This design comes from an exercise in tuning for small area on the open sky130 flow, not from production work. The RTL was checked by simulation tests, not by an equivalence proof against the original design. No activity file was given, so power comes from the tool's default toggle rates.

==> design/flow/run.sh <==
#!/bin/bash
# synth_recipe.tcl (not shown) runs the flow's synth.tcl, then flattens the netlist and writes it again
# the make line also repeats each setting of config.mk as NAME=value (left out here)
make -C /OpenROAD-flow-scripts/flow DESIGN_CONFIG=/design/flow/config.mk WORK_HOME=/design/flow/orfs CLKGATE_MAP_FILE= SYNTH_SCRIPT=/design/flow/synth_recipe.tcl finish
==> design/flow/config.mk <==
export PLATFORM = sky130hd
export DESIGN_NAME = ddCapture
export DESIGN_NICKNAME = ddCapture
export VERILOG_FILES = /design/flow/design.v
export SDC_FILE = /design/flow/constraint.sdc
export NUM_CORES = 4
export LEC_CHECK = 0
export CAP_MARGIN = 20
export CORE_MARGIN = 2
export CORE_UTILIZATION = 70
export CTS_BUF_LIST = sky130_fd_sc_hd__clkbuf_8
export CTS_CLUSTER_DIAMETER = 100
export CTS_CLUSTER_SIZE = 30
export SLEW_MARGIN = 20
==> design/flow/constraint.sdc <==
create_clock -name core_clock -period 25.0 [get_ports {clk}]
set_input_delay 5.0000 -clock core_clock [delete_from_list [all_inputs] [get_ports {clk}]]
set_output_delay 5.0000 -clock core_clock [all_outputs]
set_load 0.01 [all_outputs]
==> design/flow/design.v <==
module adc128spiController (
input  wire        clk_40MHz,
input  wire [8:0]  pos,
output wire        spi_cs_n,
output wire        spi_sclk,
output wire        spi_din,
input  wire        spi_dout,
output reg  [47:0] words
);
assign spi_cs_n = (pos[7:0] == 8'd0);
assign spi_sclk = ~pos[3] & (pos[7:4] != 4'd0);
assign spi_din  = pos[8] & (pos[7:0] >= 8'd72) & (pos[7:0] <= 8'd87);
wire sample = (pos[3:0] == 4'd15) & (pos[7:6] != 2'd0);
always @(posedge clk_40MHz) begin
	if (sample)
		words <= {words[46:0], spi_dout};
end
endmodule
module pcm1802Slave (
input  wire        clk_40MHz,
input  wire [8:0]  pos,
output wire        bck,
output wire        lrck,
output wire        scki,
input  wire        dout,
output reg  [52:0] words
);
assign scki = pos[0];
assign bck  = pos[2];
assign lrck = pos[8] ? (pos[7:0] < 8'd252) : (pos[7:0] >= 8'd252);
wire sample = (pos[2:0] == 3'd3) & ~(pos[7] & pos[6]);
always @(posedge clk_40MHz) begin
	if (sample)
		words <= {words[51:0], dout};
end
endmodule
module dataGenerator (
	input nReset,
	input clock,
	input [8:0] pos,          
	input frame1,             
	input frame2,             
	input [9:0] adc_databus,
	input testModeFlag,
	input seqLoad,           
	input [23:0] adc_words,
	input [52:0] pcm_words,
	output [15:0] dataOut
);
reg [9:0] adcData;
reg [9:0] testData;
reg [47:0] sequenceCount;
reg [5:0] top_6_bits;
localparam [191:0] SYNC_PATTERN = 192'hDDDF20251015DDDF20251015DDDF20251016FEDCBA987654;
assign dataOut[15:10] = top_6_bits;
assign dataOut[9:0] = testModeFlag ? testData : adcData;
wire [23:0] adc_shown   = frame2 ? adc_words : 24'd0;
wire [23:0] pcm_l_shown = frame2 ? pcm_words[52:29] : 24'd0;
reg [5:0] field;
always @(*) begin
	field = 6'd0;
	if (pos < 9'd32)
		field = SYNC_PATTERN[pos[4:0]*6 +: 6];
	else if (pos >= 9'd48)
		field = sequenceCount[pos[2:0]*6 +: 6];
	else case (pos[3:0])
		4'd0:  field = adc_shown[23:18];
		4'd1:  field = adc_shown[17:12];
		4'd2:  field = adc_shown[11:6];
		4'd3:  field = adc_shown[5:0];
		4'd6:  field = pcm_l_shown[23:18];
		4'd7:  field = pcm_l_shown[17:12];
		4'd8:  field = pcm_l_shown[11:6];
		4'd9:  field = pcm_l_shown[5:0];
		4'd10: field = frame1 ? pcm_words[28:23] : 6'd0;
		4'd11: field = frame1 ? pcm_words[22:17] : 6'd0;
		4'd12: field = frame1 ? pcm_words[17:12] : 6'd0;
		4'd13: field = frame1 ? pcm_words[11:6]  : 6'd0;
		default: field = 6'd0;
	endcase
end
always @ (posedge clock, negedge nReset) begin
	if (!nReset) begin
		adcData <= 10'd0;
		testData <= 10'd0;
		sequenceCount <= 48'd0;
		top_6_bits <= 6'd0;
	end else begin
		adcData <= adc_databus;
		if (testData == 10'd1020)
			testData <= 10'd0;
		else
			testData <= testData + 10'd1;
		top_6_bits <= field;
		if (seqLoad)
			sequenceCount <= {sequenceCount[37:0], adc_databus};
		else if (pos >= 9'd48 && pos[2:0] == 3'd7)
			sequenceCount <= sequenceCount + 48'd1;
	end
end
endmodule
module ddCapture (
	input         clk,           
	input         nReset,        
	input  [9:0]  adc_databus,   
	input         testMode,      
	input         seqLoad,       
	input         adc128_sdat,   
	input         pcm_dout,      
	output [15:0] dataOut,       
	output        adc128_cs_n,
	output        adc128_sclk,
	output        adc128_din,
	output        pcm_bck,
	output        pcm_lrck,
	output        pcm_scki
);
reg [8:0] pos;
reg       frame1, frame2;
always @(posedge clk or negedge nReset) begin
	if (!nReset) begin
		pos    <= 9'd0;
		frame1 <= 1'b0;
		frame2 <= 1'b0;
	end else begin
		pos <= pos + 9'd1;
		if (pos == 9'd511) begin
			frame1 <= 1'b1;
			frame2 <= frame1;
		end
	end
end
wire [47:0] adc_words;
wire [52:0] pcm_words;
adc128spiController audioController0 (
	.clk_40MHz(clk),
	.pos(pos),
	.spi_dout(adc128_sdat),
	.spi_cs_n(adc128_cs_n),
	.spi_sclk(adc128_sclk),
	.spi_din(adc128_din),
	.words(adc_words)
);
pcm1802Slave pcm1802_0 (
	.clk_40MHz(clk),
	.pos(pos),
	.bck(pcm_bck),
	.lrck(pcm_lrck),
	.scki(pcm_scki),
	.dout(pcm_dout),
	.words(pcm_words)
);
dataGenerator dataGenerator0 (
	.nReset(nReset),
	.clock(clk),
	.pos(pos),
	.frame1(frame1),
	.frame2(frame2),
	.adc_databus(adc_databus),
	.testModeFlag(testMode),
	.seqLoad(seqLoad),
	.adc_words(adc_words[47:24]),
	.pcm_words(pcm_words),
	.dataOut(dataOut)
);
endmodule
==> results of run 1 <==
## power breakdown
group	internal, W	switching (W)
Sequential	0.000332	0.0000196
Clock	0.0000931	0.000114
Combinational	0.0000205	0.0000168
Total	0.000446	0.000150
## Yosys cell counts (6+ instances only)
| master | instances | area (um^2) |
|---|---|---|
| nor2_1 | 27 | 101 |
| dfrtp_1 | 85 | 2130 |
| mux4_2 | 13 | 293 |
| nand2_1 | 75 | 282 |
| a22oi_1 | 14 | 105 |
| clkbuf_1 | 42 | 158 |
| mux2i_1 | 9 | 90.1 |
| edfxtp_1 | 101 | 3030 |
| ha_1 | 11 | 138 |
| o221ai_1 | 6 | 52.6 |
| nor4_1 | 18 | 113 |
| and3_1 | 9 | 56.3 |
| xor2_1 | 17 | 149 |
| xnor2_1 | 35 | 307 |
| nand3_1 | 37 | 185 |
| nor3_1 | 14 | 70.1 |
| a221oi_1 | 8 | 70.1 |
| and4_1 | 8 | 70.1 |
| o21ai_0 | 45 | 225 |
| mux2_2 | 16 | 180 |
| or4_1 | 6 | 45.0 |
| a21oi_1 | 10 | 50.1 |
| inv_1 | 15 | 56.3 |
| nand4_1 | 14 | 87.6 |
| o211ai_1 | 12 | 90.1 |
## through the flow
stage,std cells,area (um^2)
final,873,9390
after global routing,873,9390
after CTS,872,9380
after detailed placement,840,8960
after global placement,840,8960
after floorplan,699,8550
## worst reg2reg max path, cell delays in order (launching register included)
cell	delay (ns)
dfrtp_1	0.89
ha_1	0.92
ha_1	0.41
or4b_1	0.80
or4b_1	0.80
or4_1	0.47
nand3_1	0.09
## layer usage
metal | wire length, um | track usage (%) | share of wire (%) | vias to the layer above
met5 | 0 | 0 | 0 | -
met4 | 376 | 9.11 | 2.1 | 0
met3 | 1410 | 6.03 | 7.7 | 37
met2 | 8900 | 46.8 | 49 | 303
met1 | 7540 | 42.5 | 41 | 2916
li1 | - | - | - | 2660
## cell families (layout without fill, tap and decap cells)
logic type / after synthesis / count (layout)
xor+xnor: 52 / 52
fa+ha+maj: 11 / 11
compound gates: 121 / 121
flops: 186 / 186
buf+inv: 62 / 89
mux: 38 / 38
simple gates: 229 / 229
## path summary, 6_finish.rpt
check	from	end	slack [ns]
worst max-delay path	testMode	dataOut[3]	13.35
worst min-delay path	audioController0.words[2]$_DFFE_PP_	audioController0.words[3]$_DFFE_PP_	0.42
worst max register to register	pos[0]$_DFF_PN0_	dataGenerator0.sequenceCount[43]$_DFFE_PN0P_	20.56
worst min register to register	audioController0.words[2]$_DFFE_PP_	audioController0.words[3]$_DFFE_PP_	0.42
max in group asynchronous	nReset	pos[2]$_DFF_PN0_	19.90
min in group asynchronous	nReset	dataGenerator0.testData[8]$_DFF_PN0_	4.58
## registers in the layout, indices dropped and copies added (netlist names)
register and flops:
frame2 1, pcm1802_0.words 53, pos 9, dataGenerator0.testData 10
dataGenerator0.top_6_bits 6, frame1 1, dataGenerator0.adcData 10, audioController0.words 48
dataGenerator0.sequenceCount 48
## final cells by class
cell class              instances  area [um^2]
clock buffers                  17          234
flip-flops and latches        186         5160
clock inverters                15          184
well taps                     147          184
fillers                       736         2570
multi-input cells             451         3170
repair buffers                 42          402
inverters                      15         56.3
==> reports/qor.yml, run 1 <==
status: "complete, no violations"
finish.utilization_pct: 78.5
wire_per_inst_um: 20.9
cts_made_buffers: 17
syn_nets: 726
ys_seq_area_share_pct: 60.3
h-tree-depth: 4
synthSimpleGateAreaFrac_pct: 13.7
finalNetCount: 740
start_util_pct: 71.5
yosys_warnings: 4
hp-class: "flip-flop to flip-flop"
io_pins: 38
syn_area_per_cell_um2: 12.2
viasPerCell: 6.78
die_area_um2: 13100
ctsHoldBuffers: 0
cp_common_cell: "clkdlybuf4s50_1"
clk_path_buf_depth: 2
cp.depth: 3
clock-sinks: 186
finalWirelength_mm: 18.2
cts_resized: 0
synth_xor_area_share_pct: 5.32
grtUsageTotal_pct: 29.7
synth_cell_types: 56
layout_common_cells: "101 x edfxtp_1, 85 x dfrtp_1, 75 x nand2_1, 45 x o21ai_0, 37 x nand3_1"
period_share_pct: 46.6
setup_ws_ns: 13.35
crit_slowest_cell: "clkdlybuf4s50_1"
maxCapViolCount: 0
clk_pin_slew_worst_paths_ns: 0.10
drt_first_iter_violations: 812
overflow: 0
grt_max_degree: 87
synth_mux_area_share_pct: 6.58
worst_pin_slew_ns: 1.01
path_buf_inv: 2
async_flop_share_pct: 45.7
hold_depth: 0
required_ns: 20.00
setup_viol: 0
startpoint_type: "input port"
grt_pass1_wl_mm: 29.9
drc: 0
ant_nets: 0
mostFrequentLayoutCell: "edfxtp_1"
netlist_area_um2: 8550
leakagePower_nw: 3.33
insertion_delay_ns: 0.47
dp_slack_ns: 13.36
fmax_mhz: 85.9
core_um2: 12000
slew_viol_final: 0
power_w: 0.000596
synth_top_family_by_area: "simple AND/OR/NAND/NOR gates"
whs_ns: 0.422
synth_fa_ha_area_share_pct: 1.61
rsz0062_at_grt: "false"
root_buffer: "clkbuf_8"
rows: 40
syn_inst: 699
slowest_delay_ns: 0.74
powerDensity_nw_per_um2: 63.5
grt_pass1_vias: 5766
cp_top_family: "buffers and inverters"
ff2ff_path_depth: 6
synth-main-ff-cell: "edfxtp_1"
timing.setup.tns_ns: 0
cp_max_fo: 10
drive_above_1_share_pct: 10.3
antenna_found_initial: 0
final.setup_skew_ns: 0.00917
synth-edff-count: 101
slew_headroom_pct: 32.7
vias: 5916
port-buffer-count: 37
critical_path_class: "input port to output port"
crit_path_end_kind: "output port"
hold_viol: 0
gp_congestion: 0.925
cts_setup_buffers: 0
place.detailed.hpwl_mm: 11.7
die_y_um: 115
cts_tree: "built"
n_antenna_cell: 0
period_needed_ns: 11.65
syn2layout_area_growth_pct: 9.80
die_w_um: 115
cp.arrival_ns: 6.65
synth_compound_area_share_pct: 9.73
synth-seq-cells: 186
dr.pass1.iters: 5
irDropWorstVdd_mv: 0.0482
worstPathCellList: "clkdlybuf4s50_1, mux2_2, clkdlybuf4s50_1"
==> inputs of run 2 (changes only) <==
==> design/flow/config.mk (replaced) <==
export PLATFORM = sky130hd
export DESIGN_NAME = ddCapture
export DESIGN_NICKNAME = ddCapture
export VERILOG_FILES = /design/flow/design.v
export SDC_FILE = /design/flow/constraint.sdc
export NUM_CORES = 4
export LEC_CHECK = 0
export CAP_MARGIN = 20
export CORE_MARGIN = 2
export CORE_UTILIZATION = 40
export SLEW_MARGIN = 20
==> reports/qor.yml, run 2 <==
timing.setup.tns_ns: 0
port-buffer-count: 37
synth_cell_types: 56
fmax_mhz: 85.9
die_area_um2: 22600
hold_depth: 0
yosys-top-cells-count: "101 x edfxtp_1, 85 x dfrtp_1, 75 x nand2_1"
synth-seq-cells: 186
synthTopCellsByArea: "edfxtp_1 35%, dfrtp_1 25%, xnor2_1 3.6%, mux4_2 3.4%, nand2_1 3.3%"
slew_viol_final: 0
synth_top_area_share_pct: 35.5
finalWirelength_mm: 19.0
cts_resized: 0
path_buf_inv: 2
grt_pass1_vias: 5602
worst_pin_slew_ns: 0.882
yosys_warnings: 4
drc: 0
syn_inst: 699
rows: 53
die_y_um: 150
irDropWorstVdd_mv: 0.0372
start_util_pct: 40.7
async_flop_share_pct: 45.7
hp-class: "flip-flop to flip-flop"
power_w: 0.000682
cp_common_cell: "clkdlybuf4s50_1"
top_regs: "pcm1802_0.words x53, audioController0.words x48, dataGenerator0.sequenceCount x48"
grt_max_degree: 87
cp.arrival_ns: 6.64
r2r_setup_slack_ns: 20.64
h-tree-depth: 4
r2r-start: "pos[1]$_DFF_PN0_"
insertion_delay_ns: 0.43
cp_max_fo: 10
status: "complete, no violations"
period_share_pct: 46.6
gp_congestion: 0.820
critical_path_class: "input port to output port"
crit_slowest_cell: "clkdlybuf4s50_1"
synth-edff-count: 101
num-fill-cells: 1845
synth_top_area_cell: "edfxtp_1"
stdcell_area_um2: 9800
antenna_found_initial: 0
leakagePower_nw: 3.44
die_w_um: 150
layout_common_cells: "101 x edfxtp_1, 85 x dfrtp_1, 75 x nand2_1, 45 x o21ai_0, 37 x nand3_1"
cp_top_family: "buffers and inverters"
io_pins: 38
period_needed_ns: 11.64
min_to: "audioController0.words[16]$_DFFE_PP_"
ctsHoldBuffers: 0
powerDensity_nw_per_um2: 69.6
n_antenna_cell: 0
setup_ws_ns: 13.36
worstPathCellList: "clkdlybuf4s50_1, mux2_2, clkdlybuf4s50_1"
yosysMostFrequentCell: "edfxtp_1"
ant_nets: 0
dpl_cell_area_um2: 9150
overflow: 0
finalNetCount: 742
viasPerCell: 5.73
synth-main-ff-cell: "edfxtp_1"
largest_reg_flops: 53
drt_first_iter_violations: 758
final.setup_skew_ns: 0.0124
drive_above_1_share_pct: 11.0
clock-sinks: 186
top_register: "pcm1802_0.words"
slew_headroom_pct: 41.0
dp_slack_ns: 13.35
hp-start: "audioController0.words[15]$_DFFE_PP_"
grt_pass1_wl_mm: 31.2
cts_setup_buffers: 0
slowest_delay_ns: 0.75
netlist_area_um2: 8550
root_buffer: "clkbuf_16"
setup_viol: 0
finish.utilization_pct: 46.6
startpoint_type: "input port"
clk_path_buf_depth: 2
crit_path_end_kind: "output port"
required_ns: 20.00
ys_seq_area_share_pct: 60.3
hold_viol: 0
reg2reg_to: "dataGenerator0.sequenceCount[43]$_DFFE_PN0P_"
core_um2: 21000
dr.pass1.iters: 6
clk_pin_slew_worst_paths_ns: 0.08
maxCapViolCount: 0
cts_made_buffers: 17
wire_per_inst_um: 19.0
syn2layout_area_growth_pct: 14.6
startpoint: "testMode"
vias: 5748
rsz0062_at_grt: "false"
grtUsageTotal_pct: 17.8
place.detailed.hpwl_mm: 12.3
syn_area_per_cell_um2: 12.2
cts_tree: "built"
ff2ff_path_depth: 6
syn_nets: 726
mostFrequentLayoutCell: "edfxtp_1"
run 2: cell count changes in the layout (fill, tap and decap cells not counted), sizes merged:
cell,before,now
inv,21,23
clkinv,7,2
clkbuf,18,17
buf,6,9
clkinvlp,0,2
bufinv,2,3
run 2: layout make-up:
cell class / count / area, um^2 / area share [%]
Clock buffer: 17 / 425 / 4.34
Tap cell: 275 / 344 / 3.51
Multi-Input combinational cell: 451 / 3180 / 32.4
Inverter: 15 / 56.3 / 0.574
Timing Repair Buffer: 44 / 419 / 4.28
Clock inverter: 15 / 218 / 2.22
Sequential cell: 186 / 5160 / 52.6
run 2: power by group:
group / total, W / internal [W] / switching, W
registers: 0.000352 / 0.000332 / 0.0000194
clock network: 0.000292 / 0.000164 / 0.000129
logic: 0.0000379 / 0.0000205 / 0.0000174
total: 0.000682 / 0.000516 / 0.000166
run 2: stage by stage:
| stage | std cells | hold WS (ns) |
|---|---|---|
| after CTS | 1003 | 0.420 |
| after floorplan | 699 | 0.400 |
| after global placement | 971 | 0.404 |
| final | 1003 | 0.416 |
| after global routing | 1003 | 0.422 |
| after detailed placement | 971 | 0.405 |
run 2: how the worst max path moves through the flow:
| stage | end | depth (start not counted) |
|---|---|---|
| after floorplan | dataOut[0] | 2 |
| after global placement | dataOut[8] | 3 |
| after detailed placement | dataOut[1] | 3 |
| after CTS | dataOut[1] | 3 |
| after global routing | dataOut[5] | 3 |
| final | dataOut[1] | 3 |
run 2: layer usage:
| metal | routed length (um) | share of wire, % | track usage [%] |
|---|---|---|---|
| met1 | 9010 | 47 | 26.1 |
| met2 | 8730 | 46 | 26.4 |
| met3 | 942 | 4.9 | 3.18 |
| met4 | 355 | 1.9 | 6.70 |
| met5 | 0 | 0 | 0 |
run 2: kinds of logic after synthesis:
logic type / Yosys count / share of synthesized area, %
adders and majority gates: 11 / 1.61
DFF: 186 / 60.3
muxes: 38 / 6.58
AOI/OAI and AO/OA: 121 / 9.73
xor gates and xnor gates: 52 / 5.32
and+or+nand+nor: 229 / 13.7
buffers and inverters: 62 / 2.76

==> re-timing with driven ports <==
In the flow no input, the clock included, has a driving cell. The finished layouts below were timed again as built, in two steps.
Step 1 assumes that a clkbuf_16 drives the clock port and a buf_2 every other input.
Step 2 also shifts input and output timing later by t, the mid clock arrival at the registers, as if the neighbouring blocks saw the same clock.
a / b / c = ideal / step 1 / step 2; a / b = the first two.
run | t, ns | setup slack, ns | hold WS [ns]
run 1 | 0.497 | 13.354 / 13.327 / 13.327 | 0.422 / 0.422 / 0.422
run 2 | 0.471 | 13.355 / 13.332 / 13.332 | 0.416 / 0.416 / 0.416
After both steps setup and hold are still met in every run listed. The setup slack of run 1, which loses most, moves by -0.027 ns with the drivers and by -0.027 ns with both steps.
